Source: an optimization exercise on an open RTL-to-GDS flow (aim: small area). Production flows keep margins and buffers that such runs may drop.
The RTL was checked by simulation tests, not by an equivalence proof against the original design.
The clock cells of run 6 come from the design's own scripts or RTL, not from TritonCTS.
The clock input has no modelled driver; a real chip could not lean on it and would need a root buffer or a full tree.
No activity file was given, so power comes from the tool's default toggle rates.

==> design.v <==
module top(
    input clock,
    input rst,
    output uart_tx,
    input uart_rx
);
    reg [3:0] ph;
    wire splice_end;
    always @(posedge clock) ph <= (ph + 1'b1) | {1'b0, splice_end, 2'b00};
    wire q4 = (ph[1:0] == 2'd3);
    reg [4:0] rt;        
    reg [3:0] rs;        
    reg [7:0] rd;
    reg       valid;
    wire rtick = q4 && (rt == 5'd24);
    wire [3:0] hi = rd[7:4];
    wire [3:0] lo = rd[3:0];
    wire is_num = (hi == 4'h3) && (lo <= 4'd9);
    wire is_let = (hi == 4'h4) && (lo >= 4'd1) && (lo <= 4'd6);
    wire is_hex = is_num || is_let;
    wire is_eol = (rd == 8'h0a) || (rd == 8'h0d);
    reg dbit;
    always @* case (ph[1:0])
        2'd0: dbit = rd[6] ? ~lo[0] : lo[0];
        2'd1: dbit = rd[6] ? (lo[1] ^ lo[0]) : lo[1];
        2'd2: dbit = rd[6] ? (lo[2] ^ (lo[1] & lo[0])) : lo[2];
        default: dbit = rd[6] | lo[3];
    endcase
    wire w   = (ph[3:2] == 2'd3);    
    wire win = (rs == 4'd11) && w;
    assign splice_end = win && q4;
    always @(posedge clock) begin
        if (rst || rs == 4'd0) rt <= 5'd12;
        else if (q4) rt <= (rt == 5'd24) ? 5'd0 : rt + 1'b1;
        if (rtick && rs != 4'd10) rd <= {uart_rx, rd[7:1]};
        if (rst) rs <= 4'd15;
        else if (rs == 4'd0) begin
            if (!uart_rx) rs <= 4'd1;
        end else if (rs == 4'd11) begin
            if (splice_end) rs <= 4'd0;
        end else if (rtick) rs <= (rs == 4'd10) ? (is_hex ? 4'd11 : 4'd0) : rs + 1'b1;
        if (rst) valid <= 1'b0;
        else if (rs == 4'd10 && rtick) valid <= is_eol;
    end
    reg [15:0] ra, rb;
    wire clr = (rs == 4'd15);
    wire ain = clr ? 1'b0 : win ? dbit : ra[0];
    wire bin = clr ? 1'b0 : win ? ra[0] : rb[0];
    always @(posedge clock) begin
        ra <= {ain, ra[15:1]};
        rb <= {bin, rb[15:1]};
    end
    localparam IDLE = 2'd0, MULT = 2'd1, SEND = 2'd2;
    reg [1:0]  st;
    reg [4:0]  t;        
    reg [3:0]  k;
    reg [3:0]  c;
    reg [32:0] p;
    reg        cy, bf;
    reg        txo;      
    reg        lt, cr;   
    wire mult = (st == MULT);
    wire m31  = q4 && (t[2:0] == 3'd7);
    wire load = (k == 4'd0) && (t[4:3] == 2'd0);
    wire last = k[2];
    wire x   = (mult && load) ? (t[2] & rb[0]) : p[0];
    wire ad  = mult && !load && !t[2] && bf && ra[0];
    wire s   = x ^ ad ^ cy;
    wire co  = (x & ad) | (x & cy) | (ad & cy);
    wire pin = (st == IDLE) ? 1'b0 : (mult && m31 && !last) ? 1'b0 : s;
    always @(posedge clock) begin
        p  <= {pin, p[32:1]};
        cy <= mult && !m31 && co;
        if (mult && m31) bf <= s;
        if (tend) begin
            txo <= nb;
            if (k == 4'd0) begin
                lt <= ltn;
                cr <= p[29] & ltn;
            end else cr <= (p[29] & lt) | (p[29] & cr) | (lt & cr);
        end
        case (st)
            IDLE: if (valid && w && q4) begin
                st <= MULT; t <= 5'd0; k <= 4'd0;
            end
            MULT: if (!valid) st <= IDLE;
            else if (last && m31) begin
                st <= SEND; t <= 5'd0; k <= 4'd0; c <= 4'd0; txo <= 1'b0;
            end else if (q4) begin
                t <= t + 1'b1;
                if (t == 5'd31) k <= k + 1'b1;
            end
            default: if (q4) begin
                if (tend) begin
                    t <= 5'd0;
                    if (k == 4'd10) begin
                        k <= 4'd0;
                        c <= c + 1'b1;
                        if (c == 4'd9) st <= IDLE;
                    end else k <= k + 1'b1;
                end else t <= t + 1'b1;
            end
        endcase
        if (rst) st <= IDLE;
    end
    wire tend = (st == SEND) && q4 && (t == (k[3] & k[1] ? 5'd12 : 5'd24));
    wire ltn = p[32] & (p[31] | p[30]);
    reg nb;
    always @* case (k)
        4'd0: nb = c[3] ? ~c[0] : p[29] ^ ltn;
        4'd1: nb = c[3] ?  c[0] : p[29] ^ lt ^ cr;
        4'd2: nb = c[3] ? ~c[0] : p[29] ^ lt ^ cr;
        4'd3: nb = c[3] | (p[29] ^ cr);
        4'd4: nb = ~c[3] & ~lt;
        4'd5: nb = ~c[3] & ~lt;
        4'd6: nb = ~c[3] & lt;
        4'd7: nb = 1'b0;
        4'd8: nb = 1'b1;
        4'd9: nb = 1'b1;
        default: nb = 1'b0;
    endcase
    assign uart_tx = (st != SEND) || txo;
endmodule
==> flow/run.sh <==
#!/bin/bash
# Standard flow, with clock tree synthesis told not to add dummy balancing loads
# and to use mid-size clock buffers.
set -euo pipefail
export CTS_ARGS="-sink_clustering_enable -repair_clock_nets -dont_use_dummy_load -buf_list sky130_fd_sc_hd__clkbuf_8 -root_buf sky130_fd_sc_hd__clkbuf_8 -sink_clustering_size 30 -sink_clustering_max_diameter 100"
bash standard.sh finish > standard_flow.log 2>&1
==> standard.sh <==
#!/bin/bash
# synth_recipe.tcl (not shown) runs the flow's synth.tcl, then flattens the netlist and writes it again
# the make line also repeats each setting of config.mk as NAME=value (left out here)
make -C /OpenROAD-flow-scripts/flow DESIGN_CONFIG=/design/flow/config.mk WORK_HOME=/design/flow/orfs CLKGATE_MAP_FILE= SYNTH_SCRIPT=/design/flow/synth_recipe.tcl "${@:-finish}"
==> config.mk <==
export PLATFORM = sky130hd
export DESIGN_NAME = top
export DESIGN_NICKNAME = top
export VERILOG_FILES = /design/flow/design.v
export SDC_FILE = /design/flow/constraint.sdc
export NUM_CORES = 4
export LEC_CHECK = 0
export CAP_MARGIN = 20
export CORE_MARGIN = 2
export CORE_UTILIZATION = 40
export PLACE_DENSITY = 0.6
export SLEW_MARGIN = 20
==> constraint.sdc <==
create_clock -name core_clock -period 10.0 [get_ports {clock}]
set_input_delay 2.0000 -clock core_clock [delete_from_list [all_inputs] [get_ports {clock}]]
set_output_delay 2.0000 -clock core_clock [all_outputs]
set_load 0.01 [all_outputs]
==> impl_metrics.env, run 1 <==
export IMPL_min_period_over_period_pct=36.6
export IMPL_dieHeight_microns=103
export IMPL_worst_pin_slew_ns=0.889
export IMPL_setup_tns_ns=0
export IMPL_end_kind="output port"
export IMPL_synth_cell_types=55
export IMPL_avgSynthCellArea_sq_um=11.9
export IMPL_netlist_top_cells_area="dfxtp_1 42%, edfxtp_1 18%, ha_1 7.9%"
export IMPL_power_density_nw_per_um2=159
export IMPL_drc=0
export IMPL_dieArea_sq_um=10700
export IMPL_drv_slew=0
export IMPL_cts_htree_levels=3
export IMPL_clockBufferDepth=2
export IMPL_fin_skew_ns=0.0236
export IMPL_dp_hpwl_mm=4.14
export IMPL_synthArstFlopShare_pct=0
export IMPL_synth_edff_count=24
export IMPL_hold_viol=0
export IMPL_grt_setup_unrepaired="false"
export IMPL_drt_iter0_drc=62
export IMPL_overflow=0
export IMPL_post_cts_setup_buffers=0
export IMPL_holdBufCountCts=0
export IMPL_cts_root_buf="clkbuf_8"
export IMPL_fmax_mhz=274
export IMPL_cts_tree="built"
export IMPL_cts_resized=0
export IMPL_path_clk_slew_ns=0.11
export IMPL_port_buffers=3
export IMPL_synth_most_common_cell="dfxtp_1"
export IMPL_dp_slack_ns=6.72
export IMPL_vias=2274
export IMPL_grt_pass1_wl_mm=10.2
export IMPL_cp_required_ns=8.00
export IMPL_first_pass_iters=4
export IMPL_drive_gt1_share_pct=5.39
export IMPL_yosys_area_top_type="dfxtp_1"
export IMPL_routedWlPerCell_microns=12.7
export IMPL_synth_warning_count=1
export IMPL_irDropWorstVdd_mv=0.0651
export IMPL_grt_start_max_net_pins=26
export IMPL_vias_per_cell=4.87
export IMPL_num_nets_final=366
export IMPL_slew_headroom_pct=40.7
export IMPL_cp_start_kind="register"
export IMPL_cts_inserted_buffers=9
export IMPL_syn_inst=331
export IMPL_fin_ws_ns=6.34
export IMPL_num_io_pins=4
export IMPL_hold_path_class="reg -> reg"
export IMPL_crit_arrival_ns=1.66
export IMPL_antenna_cells=0
export IMPL_start_util_pct=40.7
export IMPL_synth_area_sq_um=3940
export IMPL_core_area_sq_um=9680
export IMPL_grt_use_total_pct=12.5
export IMPL_synth_main_ff_cell="dfxtp_1"
export IMPL_status="no timing/DRC/antenna violations"
export IMPL_antenna_found_initial=0
export IMPL_fillers=905
export IMPL_synth_top_cell_area_share_pct=42.1
export IMPL_setup_violations=0
export IMPL_area_growth_syn_to_layout_pct=7.01
export IMPL_cellLeakagePower_nw=1.64
export IMPL_ys_seq_area_share_pct=60.4
export IMPL_gp_congestion=0.825
export IMPL_clock_sinks=107
export IMPL_multi_input_area_sq_um=1440
export IMPL_wl_mm=5.95
export IMPL_clk_latency_ns=0.37
export IMPL_grt_pass1_vias=2174
export IMPL_postRouteAntennaNets=0
export IMPL_die_x_microns=103
export IMPL_path_max_fanout=13
export IMPL_max_cap_viol_count=0
export IMPL_ys_ff_latch=107
export IMPL_synth_net_count=361
export IMPL_row_count=36
export IMPL_ff_latch_area_sq_um=2380
export IMPL_period_needed_ns=3.66
export IMPL_path_class="reg -> out"
export IMPL_netlist_top_cells_count="83 x dfxtp_1, 27 x nor2_1, 25 x ha_1, 24 x edfxtp_1, 20 x inv_1"
==> layout by cell type (no fill, tap or decap), types with 3 or more instances in the layout <==
| master | synthesis | layout |
|---|---|---|
| a211o_1 | 4 | 4 |
| a21oi_1 | 7 | 7 |
| and3_1 | 5 | 5 |
| and3b_1 | 3 | 3 |
| and4_1 | 3 | 3 |
| clkbuf_8 | 0 | 9 |
| clkdlybuf4s50_1 | 0 | 3 |
| dfxtp_1 | 83 | 83 |
| edfxtp_1 | 24 | 24 |
| ha_1 | 25 | 25 |
| inv_1 | 20 | 20 |
| mux2_2 | 5 | 5 |
| mux2i_1 | 4 | 4 |
| nand2_1 | 16 | 16 |
| nand3_1 | 13 | 13 |
| nand3b_1 | 6 | 6 |
| nor2_1 | 27 | 27 |
| nor2b_1 | 8 | 8 |
| nor3_1 | 5 | 5 |
| nor3b_1 | 3 | 3 |
| o211ai_1 | 3 | 3 |
| o21a_1 | 5 | 5 |
| o21ai_0 | 8 | 8 |
| xnor2_1 | 5 | 5 |
| xor2_1 | 4 | 4 |
==> layout make-up <==
| type | instances | share of cell area (%) |
|---|---|---|
| Sequential cell | 107 | 56.4 |
| Clock buffer | 9 | 2.94 |
| Tap cell | 133 | 3.94 |
| Multi-Input combinational cell | 195 | 34.2 |
| Inverter | 20 | 1.78 |
| Timing Repair Buffer | 3 | 0.712 |
==> through the flow <==
stage               instances  area, sq um  power [mW]  hold WS, ns  util, %
global placement          458         4100       0.477        0.311     42.3
floorplan                 331         3940       0.473        0.310        -
CTS                       467         4220       0.680        0.306     43.6
finish                    467         4220       0.670        0.306     43.6
detailed placement        458         4100       0.478        0.312     42.3
global route              467         4220       0.698        0.295     43.6
==> worst max-delay path: stages, from the launching register on <==
cell	delay [ns]
dfxtp_1	0.52
nor2b_1	0.23
nand2b_1	0.09
clkdlybuf4s50_1	0.48
==> routing by layer <==
| layer | vias to the layer above | routed length [microns] | track usage, % |
|---|---|---|---|
| li1 | 1160 | - | - |
| met1 | 1082 | 3080 | 17.2 |
| met2 | 22 | 2620 | 18.3 |
| met3 | 10 | 170 | 4.03 |
| met4 | 0 | 88 | 4.55 |
| met5 | - | 0 | 0 |
==> final timing paths <==
kind         start       to  slack [ns]  cells past startpoint
min          p[15]    p[14]        0.31                      0
max          st[1]  uart_tx        6.34                      3
min reg2reg  p[15]    p[14]        0.31                      0
max reg2reg  ph[1]     c[3]        7.48                      4
==> flip-flops by register name, indices dropped and copies added (netlist names), 2 cells and up <==
name,cells
t,5
ra,16
k,4
ph,4
c,4
rs,4
rd,8
rb,16
st,2
p,33
rt,5
==> where the power goes <==
group	internal (mW)	total (mW)	switching [mW]
registers	0.444	0.446	0.00249
logic	0.00772	0.0220	0.0143
clock network	0.0810	0.202	0.121
total	0.533	0.670	0.138
==> logic make-up after synthesis <==
| group | count (synthesis) | synth area share, % |
|---|---|---|
| AOI/OAI and AO/OA | 50 | 9.36 |
| buffers and inverters | 29 | 3.01 |
| DFF | 107 | 60.4 |
| xor gates and xnor gates | 9 | 2.00 |
| and+or+nand+nor | 100 | 13.8 |
| adders and majority gates | 27 | 8.95 |
| muxes | 9 | 2.44 |
==> inputs of run 2 (changes only) <==
--- a/design.v
+++ b/design.v
@@ -10,3 +10,4 @@
     wire q4 = (ph[1:0] == 2'd3);
-    reg [4:0] rt;        
+    wire w   = (ph[3:2] == 2'd3);    
+    reg [2:0] rt;        
     reg [3:0] rs;        
@@ -14,3 +15,4 @@
     reg       valid;
-    wire rtick = q4 && (rt == 5'd24);
+    wire q16   = w && q4;
+    wire rtick = q16 && (rt == {1'b1, rs[1:0] == 2'd2, rs[1:0] != 2'd2});
     wire [3:0] hi = rd[7:4];
@@ -28,3 +30,2 @@
     endcase
-    wire w   = (ph[3:2] == 2'd3);    
     wire win = (rs == 4'd11) && w;
@@ -32,4 +33,4 @@
     always @(posedge clock) begin
-        if (rst || rs == 4'd0) rt <= 5'd12;
-        else if (q4) rt <= (rt == 5'd24) ? 5'd0 : rt + 1'b1;
+        if (rst || rs == 4'd0) rt <= 3'd3;
+        else if (q16) rt <= rtick ? 3'd0 : rt + 1'b1;
         if (rtick && rs != 4'd10) rd <= {uart_rx, rd[7:1]};
@@ -59,4 +60,3 @@
     reg        cy, bf;
-    reg        txo;      
-    reg        lt, cr;   
+    reg [3:0]  nib;
     wire mult = (st == MULT);
@@ -74,9 +74,3 @@
         if (mult && m31) bf <= s;
-        if (tend) begin
-            txo <= nb;
-            if (k == 4'd0) begin
-                lt <= ltn;
-                cr <= p[29] & ltn;
-            end else cr <= (p[29] & lt) | (p[29] & cr) | (lt & cr);
-        end
+        if (st == SEND && k == 4'd0 && !c[3] && t == 5'd7 && ph[1:0] == 2'd1) nib <= p[3:0];
         case (st)
@@ -87,3 +81,3 @@
             else if (last && m31) begin
-                st <= SEND; t <= 5'd0; k <= 4'd0; c <= 4'd0; txo <= 1'b0;
+                st <= SEND; t <= 5'd0; k <= 4'd0; c <= 4'd0;
             end else if (q4) begin
@@ -93,3 +87,3 @@
             default: if (q4) begin
-                if (tend) begin
+                if (t == (k[3] & k[1] ? 5'd12 : 5'd24)) begin    
                     t <= 5'd0;
@@ -105,19 +99,23 @@
     end
-    wire tend = (st == SEND) && q4 && (t == (k[3] & k[1] ? 5'd12 : 5'd24));
-    wire ltn = p[32] & (p[31] | p[30]);
-    reg nb;
+    wire lt = nib[3] & (nib[2] | nib[1]);
+    wire [3:0] nl;
+    assign nl[0] = nib[0] ^ lt;
+    assign nl[1] = lt ? (nib[1] ~^ nib[0]) : nib[1];
+    assign nl[2] = lt ? (nib[2] & (nib[1] | nib[0])) : nib[2];
+    assign nl[3] = nib[3] & ~lt;
+    wire [7:0] ch = c[3] ? {5'h01, ~c[0], c[0], ~c[0]} : {1'b0, lt, ~lt, ~lt, nl};
+    reg fb;
     always @* case (k)
-        4'd0: nb = c[3] ? ~c[0] : p[29] ^ ltn;
-        4'd1: nb = c[3] ?  c[0] : p[29] ^ lt ^ cr;
-        4'd2: nb = c[3] ? ~c[0] : p[29] ^ lt ^ cr;
-        4'd3: nb = c[3] | (p[29] ^ cr);
-        4'd4: nb = ~c[3] & ~lt;
-        4'd5: nb = ~c[3] & ~lt;
-        4'd6: nb = ~c[3] & lt;
-        4'd7: nb = 1'b0;
-        4'd8: nb = 1'b1;
-        4'd9: nb = 1'b1;
-        default: nb = 1'b0;
+        4'd0: fb = 1'b0;
+        4'd1: fb = ch[0];
+        4'd2: fb = ch[1];
+        4'd3: fb = ch[2];
+        4'd4: fb = ch[3];
+        4'd5: fb = ch[4];
+        4'd6: fb = ch[5];
+        4'd7: fb = ch[6];
+        4'd8: fb = ch[7];
+        default: fb = 1'b1;
     endcase
-    assign uart_tx = (st != SEND) || txo;
+    assign uart_tx = (st != SEND) || fb;
 endmodule
==> flow/run.sh (replaced) <==
#!/bin/bash
# Standard flow with these changes:
#  - synthesis: the standard flow's own script (synth_recipe.tcl), but ABC maps the logic with
#    an area-oriented script (flow/abc_area.script: one choice-network pass and
#    &nf with relaxed delay), and the half/full adder cells are left out (added
#    to the platform's don't-use list) so Yosys's extract_fa does not turn small
#    decoders into half-adder cells;
#  - clock tree synthesis adds no dummy balancing loads and uses mid-size buffers.
# Every tool's output stays in the ORFS logs under orfs/logs; make's own output
# goes to standard_flow.log.
set -euo pipefail
HERE=$(pwd)
DU=$(sed -n '/export DONT_USE_CELLS += /,/^$/p' "$FLOW_HOME/platforms/sky130hd/config.mk" | tr -d '\\' | sed 's/export DONT_USE_CELLS += //' | tr '\n' ' ' | tr -s ' ')
{
  echo 'proc abc {args} {'
  echo '  set i [lsearch -exact $args -script]'
  echo '  if {$i >= 0} { lset args [expr {$i + 1}] $::env(MY_ABC_SCRIPT) }'
  echo '  yosys abc {*}$args'
  echo '}'
  cat synth_recipe.tcl
} > my_synth.tcl
export MY_ABC_SCRIPT="$HERE/flow/abc_area.script"
export CTS_ARGS="-sink_clustering_enable -repair_clock_nets -dont_use_dummy_load -buf_list sky130_fd_sc_hd__clkbuf_8 -root_buf sky130_fd_sc_hd__clkbuf_8 -sink_clustering_size 30 -sink_clustering_max_diameter 100"
bash standard.sh "DONT_USE_CELLS=$DU sky130_fd_sc_hd__ha_1 sky130_fd_sc_hd__fa_1" "SYNTH_SCRIPT=$HERE/my_synth.tcl" finish > standard_flow.log 2>&1
==> flow/abc_area.script (new file) <==
&get -n
&st
&dch
&nf -R 1000
&put
==> run 2 against run 1 <==
Wire length decreased by 10%; worst setup slack worse by 0.94 ns; synthesized cell count shrank 13%; highest routed layer unchanged.
==> impl_metrics.env, run 2 <==
export IMPL_slowest_stage="o21ai_0"
export IMPL_cts_tree="built"
export IMPL_cts_inserted_buffers=9
export IMPL_cellLeakagePower_nw=1.27
export IMPL_synth_main_ff_cell="dfxtp_1"
export IMPL_post_cts_setup_buffers=0
export IMPL_synth_most_common_cell="dfxtp_1"
export IMPL_holdBufCountCts=0
export IMPL_largest_register="p"
export IMPL_period_needed_ns=4.60
export IMPL_ys_ff_latch=106
export IMPL_largest_register_ffs=33
export IMPL_first_pass_iters=4
export IMPL_num_io_pins=4
export IMPL_crit_buf_inv=1
export IMPL_grt_pass1_wl_mm=9.36
export IMPL_antenna_cells=0
export IMPL_row_count=33
export IMPL_final_cell_mix="80 x dfxtp_1, 30 x nor2_1, 26 x edfxtp_1, 22 x a21oi_1, 16 x o21ai_0"
export IMPL_synth_adder_area_share_pct=0
export IMPL_grt_start_max_net_pins=20
export IMPL_cts_htree_levels=3
export IMPL_hold_viol=0
export IMPL_vias_per_cell=5.22
export IMPL_clkPwrFrac_pct=24.9
export IMPL_dieArea_sq_um=9320
export IMPL_synthArstFlopShare_pct=0
export IMPL_synthSimpleGateAreaFrac_pct=16.2
export IMPL_drive_gt1_share_pct=3.01
export IMPL_vias=2107
export IMPL_hold_path_class="reg -> reg"
export IMPL_wl_mm=5.33
export IMPL_slowest_delay_ns=0.48
export IMPL_path_class="reg -> out"
export IMPL_netlist_top_cells_area="dfxtp_1 47%, edfxtp_1 23%, nor2_1 3.3%"
export IMPL_synth_area_sq_um=3430
export IMPL_end_kind="output port"
export IMPL_yosys_mux_area_fraction_pct=0.584
export IMPL_dp_hpwl_mm=3.54
export IMPL_pwr_share_comb_pct=12.5
export IMPL_synth_net_count=290
export IMPL_cp_start_kind="register"
export IMPL_irDropWorstVdd_mv=0.124
export IMPL_drv_slew=0
export IMPL_worst_pin_slew_ns=0.936
export IMPL_cts_resized=0
export IMPL_drc=0
export IMPL_synth_warning_count=1
export IMPL_grt_setup_unrepaired="false"
export IMPL_synth_top_cell_area_share_pct=46.7
export IMPL_grt_pass1_vias=2019
export IMPL_final_common_cell="dfxtp_1"
export IMPL_crit_arrival_ns=2.60
export IMPL_power_density_nw_per_um2=216
export IMPL_overflow=0
export IMPL_path_max_fanout=5
export IMPL_synth_compound_area_share_pct=9.86
export IMPL_synth_top_family_by_area="simple AND/OR/NAND/NOR gates"
export IMPL_layout_top_registers="p: 33 flops, ra: 16 flops, rb: 16 flops"
export IMPL_routedWlPerCell_microns=13.2
export IMPL_ys_seq_area_share_pct=69.5
export IMPL_core_area_sq_um=8260
export IMPL_min_period_over_period_pct=46.0
export IMPL_setup_tns_ns=0
export IMPL_swShare_pct=26.6
export IMPL_grt_use_total_pct=13.3
export IMPL_clock_sinks=106
export IMPL_syn_inst=287
export IMPL_die_x_microns=96.6
export IMPL_clockBufferDepth=2
export IMPL_synth_edff_count=26
export IMPL_clk_latency_ns=0.36
export IMPL_area_growth_syn_to_layout_pct=8.32
export IMPL_critPathTopFamily="compound AO/OA/AOI/OAI gates"
export IMPL_power_net_switching_mw=0.213
export IMPL_fin_ws_ns=5.40
export IMPL_status="no timing/DRC/antenna violations"
export IMPL_yosys_area_top_type="dfxtp_1"
export IMPL_synth_cell_types=35
export IMPL_fin_skew_ns=0.0256
export IMPL_cts_root_buf="clkbuf_8"
export IMPL_drt_iter0_drc=94
export IMPL_max_cap_viol_count=0
export IMPL_cp_required_ns=8.00
export IMPL_dieHeight_microns=96.6
export IMPL_setup_violations=0
export IMPL_avgSynthCellArea_sq_um=11.9
export IMPL_antenna_found_initial=0
export IMPL_fmax_mhz=217
export IMPL_num_nets_final=304
export IMPL_p_int_mw=0.588
export IMPL_dp_slack_ns=5.81
export IMPL_slew_headroom_pct=37.2
export IMPL_path_clk_slew_ns=0.10
export IMPL_start_util_pct=41.5
export IMPL_netlist_top_cells_count="80 x dfxtp_1, 30 x nor2_1, 26 x edfxtp_1, 22 x a21oi_1, 16 x o21ai_0"
export IMPL_r2r_slack_ns=7.43
export IMPL_yosys_area_share_xor_xnor_pct=3.58
export IMPL_postRouteAntennaNets=0
export IMPL_p_seq_share_pct=62.6
export IMPL_crit_chain="o21ai_0 > nor3_1 > nor2_1 > a21oi_1 > nand4b_1 > nand4b_1 > a211oi_1 > o21ai_0 > clkdlybuf4s50_1"
export IMPL_port_buffers=3
export IMPL_gp_congestion=0.758
## run 2: cells by family (layout without fill, tap and decap cells)
group | after synthesis | after routing
AO/OA/AOI/OAI | 57 | 57
XOR/XNOR | 14 | 14
buffers and inverters | 2 | 14
flip-flops | 106 | 106
multiplexers | 2 | 2
AND/OR/NAND/NOR | 106 | 106
## run 2: layout make-up
cell class | instances | area, sq um
sequential | 106 | 2380
timing repair buffer | 3 | 30.0
multi-input combinational | 179 | 1040
fill | 792 | 4550
clock buffer | 9 | 124
tap | 105 | 131
inverter | 2 | 7.51
## run 2: metrics by stage
stage / utilization (%) / instances / total power, mW / cell area [sq um] / hold slack (ns)
6_report: 45.0 / 404 / 0.801 / 3710 / 0.313
2_1_floorplan: - / 287 / 0.579 / 3430 / 0.310
3_3_place_gp: 43.5 / 395 / 0.607 / 3590 / 0.311
3_5_place_dp: 43.5 / 395 / 0.611 / 3590 / 0.312
4_1_cts: 45.0 / 404 / 0.812 / 3710 / 0.318
5_1_grt: 45.0 / 404 / 0.845 / 3710 / 0.319
## run 2: power groups by stage
stage          combinational [mW]  clock, mW  sequential [mW]
2_1_floorplan              0.0792          0            0.499
3_3_place_gp               0.0975          0            0.509
3_5_place_dp                0.100          0            0.510
4_1_cts                     0.101      0.211            0.501
5_1_grt                     0.114      0.226            0.505
6_report                    0.100      0.199            0.502
## run 2: final timing paths
check / start / depth (start not counted) / end
min reg2reg: p[17] / 0 / p[16]
max: nib[2] / 9 / uart_tx
max reg2reg: k[1] / 6 / p[32]
min: p[17] / 0 / p[16]
## run 2: routing by layer
metal	track usage [%]	wire length (microns)
met1	17.3	2730
met2	20.2	2360
met3	4.89	175
met4	4.93	62
met5	0	0
==> inputs of run 3 (changes only) <==
--- a/flow/run.sh
+++ b/flow/run.sh
@@ -7,2 +7,3 @@
 #    decoders into half-adder cells;
+#  - the port buffers are the smallest buffer, buf_1;
 #  - clock tree synthesis adds no dummy balancing loads and uses mid-size buffers.
@@ -22,2 +23,3 @@
 export MY_ABC_SCRIPT="$HERE/flow/abc_area.script"
+export BUFFER_PORTS_ARGS="-buffer_cell sky130_fd_sc_hd__buf_1"
 export CTS_ARGS="-sink_clustering_enable -repair_clock_nets -dont_use_dummy_load -buf_list sky130_fd_sc_hd__clkbuf_8 -root_buf sky130_fd_sc_hd__clkbuf_8 -sink_clustering_size 30 -sink_clustering_max_diameter 100"
==> run 3 against run 2 <==
Non-clock buffer count unchanged; worst hold slack improved by 0.0082 ns; via count fell by 0.24%; clock power is essentially flat; sequential share of layout area grew 0.33 points; flip-flop and latch count did not move; register-to-register slack improved by 0.06 ns; largest power group unchanged.
==> impl_metrics.env, run 3 <==
export IMPL_status="no timing/DRC/antenna violations"
export IMPL_setup_violations=0
export IMPL_slowest_stage="o21ai_0"
export IMPL_worst_pin_slew_ns=0.990
export IMPL_synth_most_common_cell="dfxtp_1"
export IMPL_slowest_delay_ns=0.47
export IMPL_drive_gt1_share_pct=3.01
export IMPL_wl_mm=5.22
export IMPL_netlist_top_cells_count="80 x dfxtp_1, 30 x nor2_1, 26 x edfxtp_1, 22 x a21oi_1, 16 x o21ai_0"
export IMPL_synth_edff_count=26
export IMPL_largest_register="p"
export IMPL_post_cts_setup_buffers=0
export IMPL_antenna_cells=0
export IMPL_port_buffers=3
export IMPL_final_cell_mix="80 x dfxtp_1, 30 x nor2_1, 26 x edfxtp_1, 22 x a21oi_1, 16 x o21ai_0"
export IMPL_fillers=784
export IMPL_overflow=0
export IMPL_gp_congestion=0.737
export IMPL_ff_latch_area_sq_um=2380
export IMPL_routedWlPerCell_microns=12.9
export IMPL_largest_register_ffs=33
export IMPL_die_x_microns=96.6
export IMPL_path_max_fanout=5
export IMPL_num_io_pins=4
export IMPL_layout_top_registers="p: 33 flops, ra: 16 flops, rb: 16 flops"
export IMPL_cts_htree_levels=3
export IMPL_antenna_found_initial=0
export IMPL_crit_chain="o21ai_0 > nor3_1 > nor2_1 > a21oi_1 > nand4b_1 > nand4b_1 > a211oi_1 > o21ai_0 > buf_1"
export IMPL_slew_headroom_pct=33.6
export IMPL_min_period_over_period_pct=42.4
export IMPL_vias=2102
export IMPL_fin_ws_ns=5.76
export IMPL_synth_cell_types=35
export IMPL_vias_per_cell=5.20
export IMPL_setup_tns_ns=0
export IMPL_grt_use_total_pct=12.7
export IMPL_postRouteAntennaNets=0
export IMPL_drv_slew=0
export IMPL_path_clk_slew_ns=0.09
export IMPL_p_total_mw=0.796
export IMPL_drc=0
export IMPL_cp_required_ns=8.00
export IMPL_hold_viol=0
export IMPL_grt_pass1_wl_mm=8.97
export IMPL_crit_arrival_ns=2.24
export IMPL_synth_area_sq_um=3430
export IMPL_grt_pass1_vias=1941
export IMPL_dp_slack_ns=6.17
export IMPL_dieArea_sq_um=9320
export IMPL_synth_main_ff_cell="dfxtp_1"
export IMPL_ys_seq_area_share_pct=69.5
export IMPL_first_pass_iters=5
export IMPL_path_class="reg -> out"
export IMPL_final_common_cell="dfxtp_1"
export IMPL_grt_setup_unrepaired="false"
export IMPL_syn_inst=287
export IMPL_fin_skew_ns=0.0154
export IMPL_avgSynthCellArea_sq_um=11.9
export IMPL_grt_start_max_net_pins=18
export IMPL_yosys_area_top_type="dfxtp_1"
export IMPL_holdBufCountCts=0
export IMPL_num_nets_final=304
export IMPL_irDropWorstVdd_mv=0.106
export IMPL_drt_iter0_drc=70
export IMPL_fmax_mhz=236
export IMPL_end_kind="output port"
export IMPL_clockBufferDepth=2
export IMPL_max_cap_viol_count=0
export IMPL_synth_top_cell_area_share_pct=46.7
export IMPL_area_growth_syn_to_layout_pct=7.78
export IMPL_cts_root_buf="clkbuf_8"
export IMPL_period_needed_ns=4.24
export IMPL_core_area_sq_um=8260
export IMPL_cellLeakagePower_nw=1.26
export IMPL_cts_inserted_buffers=9
export IMPL_cts_resized=0
export IMPL_clk_latency_ns=0.34
export IMPL_ys_ff_latch=106
export IMPL_netlist_top_cells_area="dfxtp_1 47%, edfxtp_1 23%, nor2_1 3.3%"
export IMPL_multi_input_area_sq_um=1040
export IMPL_dieHeight_microns=96.6
export IMPL_fin_util_pct=44.7
export IMPL_final_cells=404
export IMPL_dp_cells=395
export IMPL_cts_tree="built"
export IMPL_clock_sinks=106
export IMPL_synthArstFlopShare_pct=0
export IMPL_hold_path_class="reg -> reg"
export IMPL_start_util_pct=41.5
export IMPL_row_count=33
export IMPL_power_density_nw_per_um2=215
export IMPL_synth_net_count=290
export IMPL_cp_start_kind="register"
export IMPL_dp_hpwl_mm=3.52
export IMPL_synth_warning_count=1
[run 3: area by class of cell]
| cell class | count | area share [%] |
|---|---|---|
| tap | 105 | 3.56 |
| multi-input combinational | 179 | 28.1 |
| inverter | 2 | 0.203 |
| clock buffer | 9 | 3.35 |
| timing repair buffer | 3 | 0.305 |
| sequential | 106 | 64.5 |
[run 3: where the power goes]
part           total, mW  leakage [nW]  switching, mW  internal (mW)
combinational     0.0977         0.317         0.0599         0.0379
clock              0.196        0.0647          0.115         0.0810
sequential         0.502         0.876         0.0334          0.468
[run 3: path summary, 6_finish.rpt]
kind / start / endpoint / slack [ns] / cells after the start
worst max-delay path: nib[1] / uart_tx / 5.76 / 9
worst min-delay path: p[13] / p[12] / 0.32 / 0
worst max register to register: k[1] / p[32] / 7.49 / 6
worst min register to register: p[13] / p[12] / 0.32 / 0
[run 3: kinds of logic (layout without fill, tap and decap cells)]
group | count (synthesis) | count (layout) | synth area share (%)
buffers and inverters | 2 | 14 | 0.219
AO/OA/AOI/OAI | 57 | 57 | 9.86
multiplexers | 2 | 2 | 0.584
AND/OR/NAND/NOR | 106 | 106 | 16.2
flip-flops | 106 | 106 | 69.5
XOR/XNOR | 14 | 14 | 3.58
[run 3: worst max-delay path: cells and delay by family (launching register included)]
| family | cells | cell delay (ns) |
|---|---|---|
| AOI/OAI and AO/OA | 4 | 0.86 |
| buffers and inverters | 1 | 0.14 |
| DFF | 1 | 0.43 |
| and+or+nand+nor | 4 | 0.46 |
[run 3: metrics by stage]
stage / instance area [sq um] / hold slack, ns
floorplan: 3430 / 0.310
finish: 3690 / 0.322
detailed placement: 3570 / 0.313
global route: 3690 / 0.335
global placement: 3570 / 0.312
CTS: 3690 / 0.326
[run 3: metal layers]
layer / share of wire [%] / vias up / global-route usage (%)
met5: 0 / - / 0
met3: 3.5 / 8 / 3.96
met4: 1.3 / 0 / 4.58
met1: 50 / 1003 / 16.9
met2: 45 / 24 / 19.6
li1: - / 1067 / -
==> inputs of run 4 (changes only) <==
--- a/flow/run.sh
+++ b/flow/run.sh
@@ -3,3 +3,3 @@
 #  - synthesis: the standard flow's own script (synth_recipe.tcl), but ABC maps the logic with
-#    an area-oriented script (flow/abc_area.script: one choice-network pass and
+#    an area-oriented script (flow/abc_area.script: two rounds of a choice-network pass and
 #    &nf with relaxed delay), and the half/full adder cells are left out (added
==> flow/abc_area.script (replaced) <==
&get -n
&st
&dch
&nf -R 1000
&put
strash
&get -n
&st
&dch
&nf -R 1000
&put
==> run 4 against run 3 <==
Still clean on timing, DRC and antenna; first-iteration DRC count is 4.3% lower; global-route usage fell by 0.15 points; die area down 1.1%; synthesized cell count is 2.8% higher; area after synthesis fell by 1.1%; clock power barely moved; utilization down 0.14 points; sequential power down 11%; count of clock-buffer cells in the layout unchanged; worst setup slack lost 0.095 ns; worst hold slack got worse by 0.019 ns.
==> impl_metrics.env, run 4 <==
export IMPL_synth_edff_count=26
export IMPL_core_area_sq_um=8220
export IMPL_netlist_top_cells_count="80 x dfxtp_1, 35 x nor2_1, 27 x a21oi_1, 26 x edfxtp_1, 25 x nand2_1"
export IMPL_synth_top_cell_area_share_pct=47.2
export IMPL_critPathTopFamily="compound AO/OA/AOI/OAI gates"
export IMPL_largest_register_ffs=33
export IMPL_layout_top_registers="p: 33 flops, ra: 16 flops, rb: 16 flops"
export IMPL_synth_net_count=298
export IMPL_postRouteAntennaNets=0
export IMPL_dieArea_sq_um=9230
export IMPL_grt_setup_unrepaired="false"
export IMPL_drt_iter0_drc=67
export IMPL_crit_chain="o21ai_0 > xnor2_1 > nor2_1 > a2111oi_0 > a2111oi_0 > o2111ai_1 > buf_1"
export IMPL_min_to="p[28]"
export IMPL_max_cap_viol_count=0
export IMPL_cp_common_cell="a2111oi_0"
export IMPL_routedWlPerCell_microns=12.6
export IMPL_worst_pin_slew_ns=0.657
export IMPL_grt_pass1_vias=1884
export IMPL_r2r_slack_ns=7.68
export IMPL_num_nets_final=313
export IMPL_row_count=33
export IMPL_dp_cells=404
export IMPL_holdBufCountCts=0
export IMPL_overflow=0
export IMPL_cts_tree="built"
export IMPL_fmax_mhz=231
export IMPL_synth_warning_count=1
export IMPL_rr_worst_depth=4
export IMPL_wl_mm=5.19
export IMPL_path_class="reg -> out"
export IMPL_ys_seq_area_share_pct=70.3
export IMPL_cp_start_kind="register"
export IMPL_fillers=769
export IMPL_grt_use_total_pct=12.6
export IMPL_crit_buf_inv=1
export IMPL_rr_startpoint="ph[0]"
export IMPL_cts_htree_levels=3
export IMPL_min_delay_path_depth=0
export IMPL_syn_inst=295
export IMPL_power_density_nw_per_um2=180
export IMPL_setup_violations=0
export IMPL_synth_main_ff_cell="dfxtp_1"
export IMPL_vias_per_cell=5.08
export IMPL_crit_arrival_ns=2.34
export IMPL_dp_hpwl_mm=3.57
export IMPL_start_util_pct=41.3
export IMPL_slowest_delay_ns=0.49
export IMPL_yosys_area_top_type="dfxtp_1"
export IMPL_vias=2099
export IMPL_clock_sinks=106
export IMPL_path_clk_slew_ns=0.10
export IMPL_antenna_cells=0
export IMPL_cts_inserted_buffers=9
export IMPL_slowest_stage="o21ai_0"
export IMPL_area_growth_syn_to_layout_pct=8.08
export IMPL_port_buffers=3
export IMPL_largest_register="p"
export IMPL_min_period_over_period_pct=43.4
export IMPL_clk_latency_ns=0.36
export IMPL_fin_skew_ns=0.0249
export IMPL_post_cts_setup_buffers=0
export IMPL_grt_start_max_net_pins=20
export IMPL_cts_resized=0
export IMPL_netlist_top_cells_area="dfxtp_1 47%, edfxtp_1 23%, a21oi_1 4.0%"
export IMPL_drv_slew=0
export IMPL_r2r_end="rd[2]"
export IMPL_ff_latch_area_sq_um=2380
export IMPL_synth_cell_types=31
export IMPL_period_needed_ns=4.34
export IMPL_hold_start="p[29]"
export IMPL_final_cell_mix="80 x dfxtp_1, 35 x nor2_1, 27 x a21oi_1, 26 x edfxtp_1, 25 x nand2_1"
export IMPL_status="no timing/DRC/antenna violations"
export IMPL_synth_area_sq_um=3390
export IMPL_hold_path_class="reg -> reg"
export IMPL_fin_ws_ns=5.66
export IMPL_gp_congestion=0.800
export IMPL_cts_root_buf="clkbuf_8"
export IMPL_avgSynthCellArea_sq_um=11.5
export IMPL_setup_tns_ns=0
export IMPL_synthArstFlopShare_pct=0
export IMPL_path_max_fanout=5
export IMPL_end_kind="output port"
export IMPL_grt_pass1_wl_mm=8.80
export IMPL_cellLeakagePower_nw=1.27
export IMPL_hold_viol=0
export IMPL_antenna_found_initial=0
export IMPL_first_pass_iters=4
export IMPL_final_cell_area_sq_um=3660
export IMPL_drc=0
export IMPL_drive_gt1_share_pct=3.25
export IMPL_p_total_mw=0.661
export IMPL_clockBufferDepth=2
export IMPL_dieHeight_microns=96.1
export IMPL_irDropWorstVdd_mv=0.0965
export IMPL_final_common_cell="dfxtp_1"
export IMPL_dpl_cell_area_sq_um=3540
export IMPL_die_x_microns=96.1
export IMPL_final_cells=413
export IMPL_ys_ff_latch=106
export IMPL_dp_slack_ns=6.02
export IMPL_multi_input_area_sq_um=996
export IMPL_synth_most_common_cell="dfxtp_1"
export IMPL_slew_headroom_pct=56.1
export IMPL_num_io_pins=4
export IMPL_cp_required_ns=8.00
-- run 4: cell type report --
cell class,count,area share (%)
timing repair buffer,4,0.512
clock buffer,9,3.38
inverter,3,0.307
tap,105,3.59
multi-input combinational,186,27.2
sequential,106,65.0
-- run 4: logic make-up (layout without fill, tap and decap cells) --
group | Yosys count | in the layout | synth area share (%)
AOI/OAI and AO/OA | 64 | 64 | 11.1
xor gates and xnor gates | 8 | 8 | 2.07
buffers and inverters | 3 | 16 | 0.332
DFF | 106 | 106 | 70.3
muxes | 1 | 1 | 0.295
and+or+nand+nor | 113 | 113 | 15.9
-- run 4: stage by stage --
stage	hold WS (ns)	utilization [%]
2_1_floorplan	0.310	-
3_3_place_gp	0.311	43.1
3_5_place_dp	0.312	43.1
4_1_cts	0.310	44.6
5_1_grt	0.304	44.6
6_report	0.303	44.6
-- run 4: worst register-to-register path, stage by stage (launching register included) --
cell and delay (ns):
dfxtp_1 0.44, nand2_1 0.20, nor2_1 0.37, and3_1 0.38, nor2b_1 0.59
-- run 4: power breakdown --
part / total (mW) / switching [mW] / internal (mW) / leakage, nW
clock network: 0.198 / 0.117 / 0.0810 / 0.0647
registers: 0.446 / 0.00424 / 0.442 / 0.883
logic: 0.0173 / 0.0110 / 0.00628 / 0.324
total: 0.661 / 0.132 / 0.529 / 1.27
-- run 4: worst max path at each step --
stage	depth (start not counted)	to	start	slack, ns
finish	7	uart_tx	nib[1]	5.66
global route	7	uart_tx	nib[1]	5.37
CTS	7	uart_tx	nib[1]	5.62
detailed placement	7	uart_tx	nib[1]	6.02
global placement	7	uart_tx	nib[1]	6.23
floorplan	6	uart_tx	nib[1]	6.41
-- run 4: layer usage --
metal,global-route usage [%],vias to the layer above,wire (microns)
met1,17.5,980,2680
met2,18.3,33,2220
met4,3.57,0,61
met5,0,-,0
li1,-,1079,-
met3,4.70,7,238
==> inputs of run 5 (changes only) <==
--- a/design.v
+++ b/design.v
@@ -13,7 +13,8 @@
     reg [3:0] rs;        
-    reg [7:0] rd;
+    reg [6:0] rd;        
     reg       valid;
     wire q16   = w && q4;
-    wire rtick = q16 && (rt == {1'b1, rs[1:0] == 2'd2, rs[1:0] != 2'd2});
-    wire [3:0] hi = rd[7:4];
+    wire rtick = q16 && (rt == {1'b1, rs[3] | (rs[2:0] == 3'd7), ~(rs[3] | (rs[2:0] == 3'd7))});
+    wire [7:0] byte_in = {uart_rx, rd};
+    wire [3:0] hi = byte_in[7:4];
     wire [3:0] lo = rd[3:0];
@@ -22,3 +23,3 @@
     wire is_hex = is_num || is_let;
-    wire is_eol = (rd == 8'h0a) || (rd == 8'h0d);
+    wire is_eol = (byte_in == 8'h0a) || (byte_in == 8'h0d);
     reg dbit;
@@ -30,8 +31,8 @@
     endcase
-    wire win = (rs == 4'd11) && w;
+    wire win = (rs == 4'd10) && w;
     assign splice_end = win && q4;
     always @(posedge clock) begin
-        if (rst || rs == 4'd0) rt <= 3'd3;
+        if (rst || rs == 4'd0) rt <= 3'd2;
         else if (q16) rt <= rtick ? 3'd0 : rt + 1'b1;
-        if (rtick && rs != 4'd10) rd <= {uart_rx, rd[7:1]};
+        if (rtick && rs != 4'd9) rd <= {uart_rx, rd[6:1]};
         if (rst) rs <= 4'd15;
@@ -39,7 +40,9 @@
             if (!uart_rx) rs <= 4'd1;
+        end else if (rs == 4'd10) begin
+            if (splice_end) rs <= 4'd11;
         end else if (rs == 4'd11) begin
-            if (splice_end) rs <= 4'd0;
-        end else if (rtick) rs <= (rs == 4'd10) ? (is_hex ? 4'd11 : 4'd0) : rs + 1'b1;
+            if (uart_rx) rs <= 4'd0;
+        end else if (rtick) rs <= (rs == 4'd9) ? (is_hex ? 4'd10 : 4'd11) : rs + 1'b1;
         if (rst) valid <= 1'b0;
-        else if (rs == 4'd10 && rtick) valid <= is_eol;
+        else if (rs == 4'd9 && rtick) valid <= is_eol;
     end
@@ -70,2 +73,3 @@
     wire pin = (st == IDLE) ? 1'b0 : (mult && m31 && !last) ? 1'b0 : s;
+    wire tend = (st == SEND) && q4 && (t == (k[3] & k[1] ? 5'd12 : 5'd24));
     always @(posedge clock) begin
@@ -74,3 +78,3 @@
         if (mult && m31) bf <= s;
-        if (st == SEND && k == 4'd0 && !c[3] && t == 5'd7 && ph[1:0] == 2'd1) nib <= p[3:0];
+        if (tend && k == 4'd0) nib <= p[32:29];
         case (st)
@@ -87,3 +91,3 @@
             default: if (q4) begin
-                if (t == (k[3] & k[1] ? 5'd12 : 5'd24)) begin    
+                if (tend) begin
                     t <= 5'd0;
==> run 5 against run 4 <==
Flip-flop and latch count decreased by 1; sequential power grew 13%; area after synthesis shrank 0.55%; register-to-register slack worse by 0.17 ns; clock skew is 0.0044 ns lower; total power increased by 22%; clock power is essentially flat.
==> impl_metrics.env, run 5 <==
export IMPL_status="no timing/DRC/antenna violations"
export IMPL_pwr_share_comb_pct=13.0
export IMPL_synth_net_count=292
export IMPL_die_x_microns=95.8
export IMPL_path_clk_slew_ns=0.10
export IMPL_antenna_cells=0
export IMPL_ys_seq_area_share_pct=69.8
export IMPL_synthArstFlopShare_pct=0
export IMPL_r2r_slack_ns=7.51
export IMPL_synth_top_cell_area_share_pct=47.5
export IMPL_num_io_pins=4
export IMPL_postRouteAntennaNets=0
export IMPL_rr_worst_depth=7
export IMPL_synth_main_ff_cell="dfxtp_1"
export IMPL_drt_iter0_drc=142
export IMPL_overflow=0
export IMPL_rr_startpoint="rs[0]"
export IMPL_grt_pass1_wl_mm=8.65
export IMPL_clockBufferDepth=2
export IMPL_routedWlPerCell_microns=12.6
export IMPL_drv_slew=0
export IMPL_swShare_pct=26.7
export IMPL_min_period_over_period_pct=42.9
export IMPL_synth_area_sq_um=3370
export IMPL_core_area_sq_um=8180
export IMPL_wl_mm=5.12
export IMPL_synth_adder_area_share_pct=0
export IMPL_holdBufCountCts=0
export IMPL_post_cts_setup_buffers=0
export IMPL_antenna_found_initial=0
export IMPL_row_count=33
export IMPL_grt_setup_unrepaired="false"
export IMPL_cts_htree_levels=3
export IMPL_fillers=778
export IMPL_fmax_mhz=233
export IMPL_irDropWorstVdd_mv=0.109
export IMPL_crit_arrival_ns=2.29
export IMPL_area_growth_syn_to_layout_pct=7.91
export IMPL_cts_root_buf="clkbuf_8"
export IMPL_slew_headroom_pct=48.0
export IMPL_grt_start_max_net_pins=22
export IMPL_vias=2046
export IMPL_setup_tns_ns=0
export IMPL_cp_start_kind="register"
export IMPL_hold_viol=0
export IMPL_dieArea_sq_um=9180
export IMPL_first_pass_iters=4
export IMPL_p_seq_share_pct=62.7
export IMPL_r2r_end="rs[0]"
export IMPL_setup_worst_path_start="nib[1]"
export IMPL_dieHeight_microns=95.8
export IMPL_start_util_pct=41.2
export IMPL_cts_inserted_buffers=9
export IMPL_drc=0
export IMPL_cts_resized=0
export IMPL_final_common_cell="dfxtp_1"
export IMPL_whs_ns=0.315
export IMPL_largest_register_ffs=33
export IMPL_port_buffers=3
export IMPL_synth_most_common_cell="dfxtp_1"
export IMPL_num_nets_final=306
export IMPL_syn_inst=289
export IMPL_netlist_top_cells_area="dfxtp_1 48%, edfxtp_1 22%, nor2_1 4.2%"
export IMPL_worstSetupEndpoint="uart_tx"
export IMPL_cp_required_ns=8.00
export IMPL_synth_edff_count=25
export IMPL_clkPwrFrac_pct=24.2
export IMPL_cellLeakagePower_nw=1.25
export IMPL_avgSynthCellArea_sq_um=11.7
export IMPL_fin_skew_ns=0.0206
export IMPL_synth_warning_count=1
export IMPL_power_net_switching_mw=0.215
export IMPL_clk_latency_ns=0.34
export IMPL_clock_sinks=105
export IMPL_final_cell_mix="80 x dfxtp_1, 38 x nor2_1, 26 x a21oi_1, 25 x edfxtp_1, 17 x o21ai_0"
export IMPL_gp_congestion=0.798
export IMPL_cts_tree="built"
export IMPL_period_needed_ns=4.29
export IMPL_end_kind="output port"
export IMPL_netlist_top_cells_count="80 x dfxtp_1, 38 x nor2_1, 26 x a21oi_1, 25 x edfxtp_1, 17 x o21ai_0"
export IMPL_yosys_mux_area_fraction_pct=0.297
export IMPL_synth_compound_area_share_pct=12.1
export IMPL_synthSimpleGateAreaFrac_pct=14.4
export IMPL_dp_hpwl_mm=3.46
export IMPL_hold_path_class="reg -> reg"
export IMPL_p_int_mw=0.591
export IMPL_synth_top_family_by_area="simple AND/OR/NAND/NOR gates"
export IMPL_layout_top_registers="p: 33 flops, ra: 16 flops, rb: 16 flops"
export IMPL_max_cap_viol_count=0
export IMPL_largest_register="p"
export IMPL_setup_violations=0
export IMPL_ys_ff_latch=105
export IMPL_yosys_area_top_type="dfxtp_1"
export IMPL_grt_pass1_vias=1846
export IMPL_path_max_fanout=5
export IMPL_vias_per_cell=5.04
export IMPL_path_class="reg -> out"
export IMPL_yosys_area_share_xor_xnor_pct=3.12
export IMPL_synth_cell_types=37
export IMPL_drive_gt1_share_pct=2.99
export IMPL_worst_pin_slew_ns=0.772
export IMPL_grt_use_total_pct=12.6
export IMPL_power_density_nw_per_um2=222
==> run 5: cell types whose count changed after synthesis, moves of 3 or more <==
cell / change
nand4_1: +3
or3_1: -3
nor3_1: -4
nor2_1: +3
nand2_1: -10
a2111oi_0: -3
nor3b_1: +3
==> run 5: per-layer routing <==
layer	share of wire (%)	wire (microns)	GRT usage [%]
met5	0	0	0
met3	2.9	149	4.46
met4	1.7	85	5.36
met2	45	2290	18.2
met1	51	2600	17.1
==> run 5: power groups by stage <==
stage | logic [mW] | registers (mW) | clock network, mW
after floorplan | 0.0852 | 0.504 | 0
after global placement | 0.103 | 0.514 | 0
after detailed placement | 0.105 | 0.516 | 0
after CTS | 0.106 | 0.506 | 0.207
after global routing | 0.121 | 0.512 | 0.224
final | 0.105 | 0.506 | 0.195
==> run 5: through the flow <==
step           total power, mW  cells  util (%)  setup WS (ns)  instance area, sq um
6_report                 0.806    406      44.5           5.71                  3640
5_1_grt                  0.857    406      44.5           5.46                  3640
4_1_cts                  0.819    406      44.5           5.68                  3640
3_5_place_dp             0.621    397      43.0           6.08                  3510
3_3_place_gp             0.617    397      43.0           6.16                  3510
2_1_floorplan            0.589    289         -           6.42                  3370
==> run 5: worst min-delay path by stage <==
stage,startpoint,to,slack [ns],cells after the start
global placement,ra[10],ra[9],0.31,0
CTS,p[15],p[14],0.31,0
global route,rb[8],rb[7],0.33,0
finish,p[15],p[14],0.31,0
detailed placement,p[4],p[3],0.31,0
floorplan,p[1],p[0],0.31,0
==> run 5: cell families (layout without fill, tap and decap cells) <==
kind of cell,Yosys count,count (layout)
compound gates,68,68
mux,1,1
xor+xnor,12,12
flops,105,105
buf+inv,2,14
simple gates,101,101
==> run 5: cell type report <==
type                            count  area (sq um)  area share (%)
Inverter                            2          7.51           0.206
Multi-Input combinational cell    182          1010            27.8
Timing Repair Buffer                3          11.3           0.310
Sequential cell                   105          2350            64.7
Tap cell                          105           131            3.61
Clock buffer                        9           124            3.41
==> run 5: critical path, cell delays in order (launching register included) <==
cell	delay, ns
edfxtp_1	0.44
o21ai_0	0.50
nor2_1	0.11
xnor2_1	0.15
o21ai_0	0.14
a31oi_1	0.10
a31oi_1	0.17
o2bb2ai_1	0.11
nand3b_1	0.09
buf_1	0.15
==> inputs of run 6 (changes only) <==
==> flow/run.sh (replaced) <==
#!/bin/bash
# Standard flow with these changes:
#  - synthesis: the standard flow's own script (synth_recipe.tcl), but ABC maps the logic with
#    an area-oriented script (flow/abc_area.script: two rounds of a choice-network
#    pass and &nf with relaxed delay), and the half/full adder cells are left out
#    (added to the platform's don't-use list) so Yosys's extract_fa does not turn
#    small decoders into half-adder cells;
#  - the port buffers are the smallest buffer, buf_1;
#  - after ORFS's clock tree synthesis, flow/rects.tcl replaces the tree with four
#    clkbuf_16, each driving one cluster of flip-flops, fed from the clock port.
# Every tool's output stays in the ORFS logs under orfs/logs; make's own output
# goes to standard_flow.log and the tree rebuild's to rects.log.
set -euo pipefail
HERE=$(pwd)
DU=$(sed -n '/export DONT_USE_CELLS += /,/^$/p' "$FLOW_HOME/platforms/sky130hd/config.mk" | tr -d '\\' | sed 's/export DONT_USE_CELLS += //' | tr '\n' ' ' | tr -s ' ')
{
  echo 'proc abc {args} {'
  echo '  set i [lsearch -exact $args -script]'
  echo '  if {$i >= 0} { lset args [expr {$i + 1}] $::env(MY_ABC_SCRIPT) }'
  echo '  yosys abc {*}$args'
  echo '}'
  cat synth_recipe.tcl
} > my_synth.tcl
export MY_ABC_SCRIPT="$HERE/flow/abc_area.script"
export BUFFER_PORTS_ARGS="-buffer_cell sky130_fd_sc_hd__buf_1"
export CTS_ARGS="-sink_clustering_enable -repair_clock_nets -dont_use_dummy_load -buf_list sky130_fd_sc_hd__clkbuf_8 -root_buf sky130_fd_sc_hd__clkbuf_8 -sink_clustering_size 30 -sink_clustering_max_diameter 100"
ARGS=("DONT_USE_CELLS=$DU sky130_fd_sc_hd__ha_1 sky130_fd_sc_hd__fa_1" "SYNTH_SCRIPT=$HERE/my_synth.tcl")
bash standard.sh "${ARGS[@]}" cts > standard_flow.log 2>&1
RES="$HERE/orfs/results/$FLOW_PLATFORM/top/base"
RESULTS="$RES" PLATFORM_DIR="$FLOW_HOME/platforms/$FLOW_PLATFORM" OUT_DB="$RES/4_cts.odb" \
  openroad -no_init -exit "$HERE/flow/rects.tcl" > rects.log 2>&1
bash standard.sh "${ARGS[@]}" finish >> standard_flow.log 2>&1
==> flow/mycts.tcl (new file) <==
# Replace the clock net's direct sinks with NB clock buffers, one per k-means cluster of flip-flops.
proc my_cts {nb bufm} {
  set db [ord::get_db]
  set block [ord::get_db_block]
  set master [$db findMaster $bufm]
  set clk [$block findNet clock]
  set sinks {}
  foreach it [$clk getITerms] {
    set inst [$it getInst]
    if {[[$inst getMaster] isSequential] || [string match "*df*" [[$inst getMaster] getName]]} {
      set b [$inst getBBox]
      lappend sinks [list $it [expr {([$b xMin]+[$b xMax])/2}] [expr {([$b yMin]+[$b yMax])/2}]]
    }
  }
  set n [llength $sinks]
  # k-means init: spread along sorted x+y
  set sorted [lsort -real -index 1 $sinks]
  set cent {}
  for {set i 0} {$i < $nb} {incr i} {
    set s [lindex $sorted [expr {int(($i + 0.5) * $n / $nb)}]]
    lappend cent [list [lindex $s 1] [lindex $s 2]]
  }
  for {set iter 0} {$iter < 30} {incr iter} {
    set assign {}
    set sx {}; set sy {}; set cnt {}
    for {set i 0} {$i < $nb} {incr i} { lappend sx 0; lappend sy 0; lappend cnt 0 }
    foreach s $sinks {
      set best 0; set bd 1e18
      for {set i 0} {$i < $nb} {incr i} {
        set c [lindex $cent $i]
        set d [expr {abs([lindex $s 1]-[lindex $c 0]) + abs([lindex $s 2]-[lindex $c 1])}]
        if {$d < $bd} { set bd $d; set best $i }
      }
      lappend assign $best
      lset sx $best [expr {[lindex $sx $best] + [lindex $s 1]}]
      lset sy $best [expr {[lindex $sy $best] + [lindex $s 2]}]
      lset cnt $best [expr {[lindex $cnt $best] + 1}]
    }
    for {set i 0} {$i < $nb} {incr i} {
      if {[lindex $cnt $i] > 0} {
        lset cent $i [list [expr {[lindex $sx $i] / [lindex $cnt $i]}] [expr {[lindex $sy $i] / [lindex $cnt $i]}]]
      }
    }
  }
  puts "MYCTS cluster sizes: $cnt"
  for {set i 0} {$i < $nb} {incr i} {
    set inst [odb::dbInst_create $block $master "myclkbuf_$i"]
    set net [odb::dbNet_create $block "myclknet_$i"]
    $net setSigType CLOCK
    [$inst findITerm A] connect $clk
    [$inst findITerm X] connect $net
    set c [lindex $cent $i]
    $inst setLocation [expr {int([lindex $c 0])}] [expr {int([lindex $c 1])}]
    $inst setPlacementStatus PLACED
    set nets($i) $net
  }
  set j 0
  foreach s $sinks {
    set it [lindex $s 0]
    $it disconnect
    $it connect $nets([lindex $assign $j])
    incr j
  }
}
==> flow/rects.tcl (new file) <==
# Rebuild the clock tree that ORFS's CTS made: four clkbuf_16, each driving one
# k-means cluster of flip-flops, fed straight from the clock port.
set R $::env(RESULTS)
set P $::env(PLATFORM_DIR)
read_lef $P/lef/sky130_fd_sc_hd.tlef
read_lef $P/lef/sky130_fd_sc_hd_merged.lef
read_liberty $P/lib/sky130_fd_sc_hd__tt_025C_1v80.lib
read_db $R/4_cts.odb
read_sdc $R/4_cts.sdc
source $P/setRC.tcl
source [file dirname [info script]]/mycts.tcl

set block [ord::get_db_block]
set clk [$block findNet clock]
# undo the tree: every clock-tree buffer and dummy load goes, its sinks move to the port net
set removed 0
foreach inst [$block getInsts] {
  set m [[$inst getMaster] getName]
  set n [$inst getName]
  if {[string match "clkbuf_*" $n] || [string match "clkload*" $n]} {
    set out [$inst findITerm X]
    if {$out == "NULL"} { set out [$inst findITerm Y] }
    set onet [$out getNet]
    if {$onet != "NULL"} {
      foreach it [$onet getITerms] {
        if {[$it getInst] != $inst} { $it disconnect; $it connect $clk }
      }
      odb::dbNet_destroy $onet
    }
    odb::dbInst_destroy $inst
    incr removed
  }
}
puts "RECTS removed $removed clock tree cells"
# nets left without a driver after the removal
foreach net [$block getNets] {
  if {[string match "clknet_*" [$net getName]] && [llength [$net getITerms]] == 0} { odb::dbNet_destroy $net }
}
my_cts 4 sky130_fd_sc_hd__clkbuf_16
detailed_placement
check_placement -verbose
set_propagated_clock [all_clocks]
estimate_parasitics -placement
set ws 0
foreach pin [get_pins -hierarchical */CLK] { set s [get_property $pin slew_max]; if {$s > $ws} {set ws $s} }
puts "RECTS worst clock pin slew $ws"
report_worst_slack -max
report_worst_slack -min
set nport 0
foreach it [$clk getITerms] { incr nport }
puts "RECTS clock port drives $nport cell pins"
write_db $::env(OUT_DB)
==> run 6 against run 5 <==
First-iteration DRC count fell by 6.3%; largest cell class unchanged; area after synthesis did not move; global-route usage is 0.67 points lower; design area decreased by 0.65%; utilization decreased by 0.29 points; critical path type unchanged; clock power decreased by 14%; critical path depth unchanged; flip-flop and latch count did not move; worst setup slack better by 0.19 ns; sequential power is essentially flat; via count rose by 0.39%.
==> impl_metrics.env, run 6 <==
export IMPL_dieHeight_microns=95.8
export IMPL_drc=0
export IMPL_period_needed_ns=4.10
export IMPL_final_common_cell="dfxtp_1"
export IMPL_ys_seq_area_share_pct=69.8
export IMPL_synth_edff_count=25
export IMPL_grt_pass1_wl_mm=8.42
export IMPL_max_cap_viol_count=0
export IMPL_fmax_mhz=244
export IMPL_synth_warning_count=1
export IMPL_path_max_fanout=5
export IMPL_antenna_cells=0
export IMPL_row_count=33
export IMPL_antenna_found_initial=0
export IMPL_drv_slew=0
export IMPL_core_area_sq_um=8180
export IMPL_dp_hpwl_mm=3.46
export IMPL_vias=2054
export IMPL_p_total_mw=0.779
export IMPL_slew_headroom_pct=47.9
export IMPL_synth_area_sq_um=3370
export IMPL_grtUsageMet3_pct=3.52
export IMPL_wl_mm=5.03
export IMPL_hold_path_class="reg -> reg"
export IMPL_path_class="reg -> out"
export IMPL_post_cts_setup_buffers=0
export IMPL_num_io_pins=4
export IMPL_syn_inst=289
export IMPL_gp_congestion=0.798
export IMPL_top_usage_layer="met2"
export IMPL_status="no timing/DRC/antenna violations"
export IMPL_path_clk_slew_ns=0.10
export IMPL_irDropWorstVdd_mv=0.109
export IMPL_postRouteAntennaNets=0
export IMPL_ys_ff_latch=105
export IMPL_largest_register_ffs=33
export IMPL_holdBufCountCts=0
export IMPL_num_nets_final=301
export IMPL_netlist_top_cells_count="80 x dfxtp_1, 38 x nor2_1, 26 x a21oi_1, 25 x edfxtp_1, 17 x o21ai_0"
export IMPL_synthArstFlopShare_pct=0
export IMPL_port_buffers=3
export IMPL_avgSynthCellArea_sq_um=11.7
export IMPL_cp_start_kind="register"
export IMPL_power_density_nw_per_um2=216
export IMPL_hold_viol=0
export IMPL_yosys_area_top_type="dfxtp_1"
export IMPL_grt_pass1_vias=1780
export IMPL_drt_iter0_drc=133
export IMPL_setup_violations=0
export IMPL_cellLeakagePower_nw=1.23
export IMPL_end_kind="output port"
export IMPL_netlist_top_cells_area="dfxtp_1 48%, edfxtp_1 22%, nor2_1 4.2%"
export IMPL_worst_pin_slew_ns=0.773
export IMPL_grt_start_max_net_pins=33
export IMPL_dieArea_sq_um=9180
export IMPL_crit_arrival_ns=2.10
export IMPL_layout_top_registers="p: 33 flops, ra: 16 flops, rb: 16 flops"
export IMPL_routedWlPerCell_microns=12.5
export IMPL_drive_gt1_share_pct=1.35
export IMPL_fillers=773
export IMPL_synth_main_ff_cell="dfxtp_1"
export IMPL_clock_sinks=105
export IMPL_setup_tns_ns=0
export IMPL_area_growth_syn_to_layout_pct=7.20
export IMPL_first_pass_iters=4
export IMPL_synth_top_cell_area_share_pct=47.5
export IMPL_synth_net_count=292
export IMPL_clk_latency_ns=0.16
export IMPL_die_x_microns=95.8
export IMPL_met1_usage_pct=17.1
export IMPL_grt_use_met2_pct=17.7
export IMPL_min_period_over_period_pct=41.0
export IMPL_cp_required_ns=8.00
export IMPL_fin_skew_ns=0.0174
export IMPL_largest_register="p"
export IMPL_synth_most_common_cell="dfxtp_1"
export IMPL_grt_setup_unrepaired="false"
export IMPL_final_cell_mix="80 x dfxtp_1, 38 x nor2_1, 26 x a21oi_1, 25 x edfxtp_1, 17 x o21ai_0"
export IMPL_grt_use_total_pct=11.9
export IMPL_cts_resized=0
export IMPL_start_util_pct=41.2
export IMPL_vias_per_cell=5.12
export IMPL_synth_cell_types=37
export IMPL_overflow=0
run 6: layer usage:
metal  up-vias  part of all wire (%)
met5         -                     0
met2        22                    45
met4         0                   1.2
li1       1053                     -
met3         4                   3.4
met1       975                    50
run 6: power breakdown:
| part | leakage (nW) | total (mW) | switching (mW) | internal [mW] |
|---|---|---|---|---|
| sequential | 0.876 | 0.506 | 0.0394 | 0.467 |
| combinational | 0.309 | 0.106 | 0.0627 | 0.0429 |
| clock | 0.0493 | 0.167 | 0.0937 | 0.0733 |
run 6: per-stage QoR:
step | instances | setup slack (ns) | hold slack (ns) | util, % | instance area, sq um
after CTS | 406 | 5.68 | 0.314 | 44.5 | 3640
after global routing | 401 | 5.68 | 0.336 | 44.2 | 3610
after detailed placement | 397 | 6.08 | 0.313 | 43.0 | 3510
final | 401 | 5.90 | 0.320 | 44.2 | 3610
after global placement | 397 | 6.16 | 0.312 | 43.0 | 3510
after floorplan | 289 | 6.42 | 0.310 | - | 3370
run 6: kinds of logic (layout without fill, tap and decap cells):
kind of cell / Yosys count / after routing / share of synthesized area (%)
buffers and inverters: 2 / 9 / 0.223
AND/OR/NAND/NOR: 101 / 101 / 14.4
XOR/XNOR: 12 / 12 / 3.12
multiplexers: 1 / 1 / 0.297
AO/OA/AOI/OAI: 68 / 68 / 12.1
flip-flops: 105 / 105 / 69.8
run 6: worst paths after layout:
check,depth (start not counted),from,slack [ns],to
hold reg to reg,0,p[15],0.32,p[14]
hold / removal,0,p[15],0.32,p[14]
setup / recovery,9,nib[1],5.90,uart_tx
setup reg to reg,7,rs[0],7.50,rs[0]
run 6: worst max-delay path, stage by stage (launching register included):
cell and delay [ns]:
edfxtp_1 0.44, o21ai_0 0.51, nor2_1 0.11, xnor2_1 0.15, o21ai_0 0.14, a31oi_1 0.10, a31oi_1 0.17, o2bb2ai_1 0.11
nand3b_1 0.09, buf_1 0.15
run 6: layout make-up:
type / count / area (sq um) / share of cell area, %
well taps: 105 / 131 / 3.64
inverters: 2 / 7.51 / 0.208
repair buffers: 3 / 11.3 / 0.312
multi-input cells: 182 / 1010 / 28.0
plain buffers: 4 / 100 / 2.77
flip-flops and latches: 105 / 2350 / 65.1

==> port drivers added, routing unchanged <==
In the flow no input, the clock included, has a driving cell. The finished layouts below were timed again as built, in two steps. Step 1, drivers: a clkbuf_16 drives clock and a buf_2 each remaining input, both assumed. Step 2 adds t to the input delays and takes it off the output delays; t is the mean of the earliest and latest rising clock arrival at the registers after step 1. Input paths then give back, and output paths get back, about the clock's delay inside the block. Slacks: ideal ports / drivers / drivers and shift; pairs: ideal ports / drivers.
run | t, ns | slack for setup (ns) | worst data-port slew with drivers (ns) | pins driven straight from the clock port
run 1 | 0.383 | 6.344 / 6.315 / 6.698 | 0.03 | 1
run 2 | 0.371 | 5.402 / 5.377 / 5.748 | 0.03 | 1
run 3 | 0.365 | 5.759 / 5.729 / 6.094 | 0.03 | 1
run 4 | 0.368 | 5.664 / 5.636 / 6.004 | 0.03 | 1
run 5 | 0.371 | 5.705 / 5.674 / 6.045 | 0.03 | 1
run 6 | 0.229 | 5.895 / 5.820 / 6.049 | 0.03 | 4
After both steps every run listed still meets setup and hold.
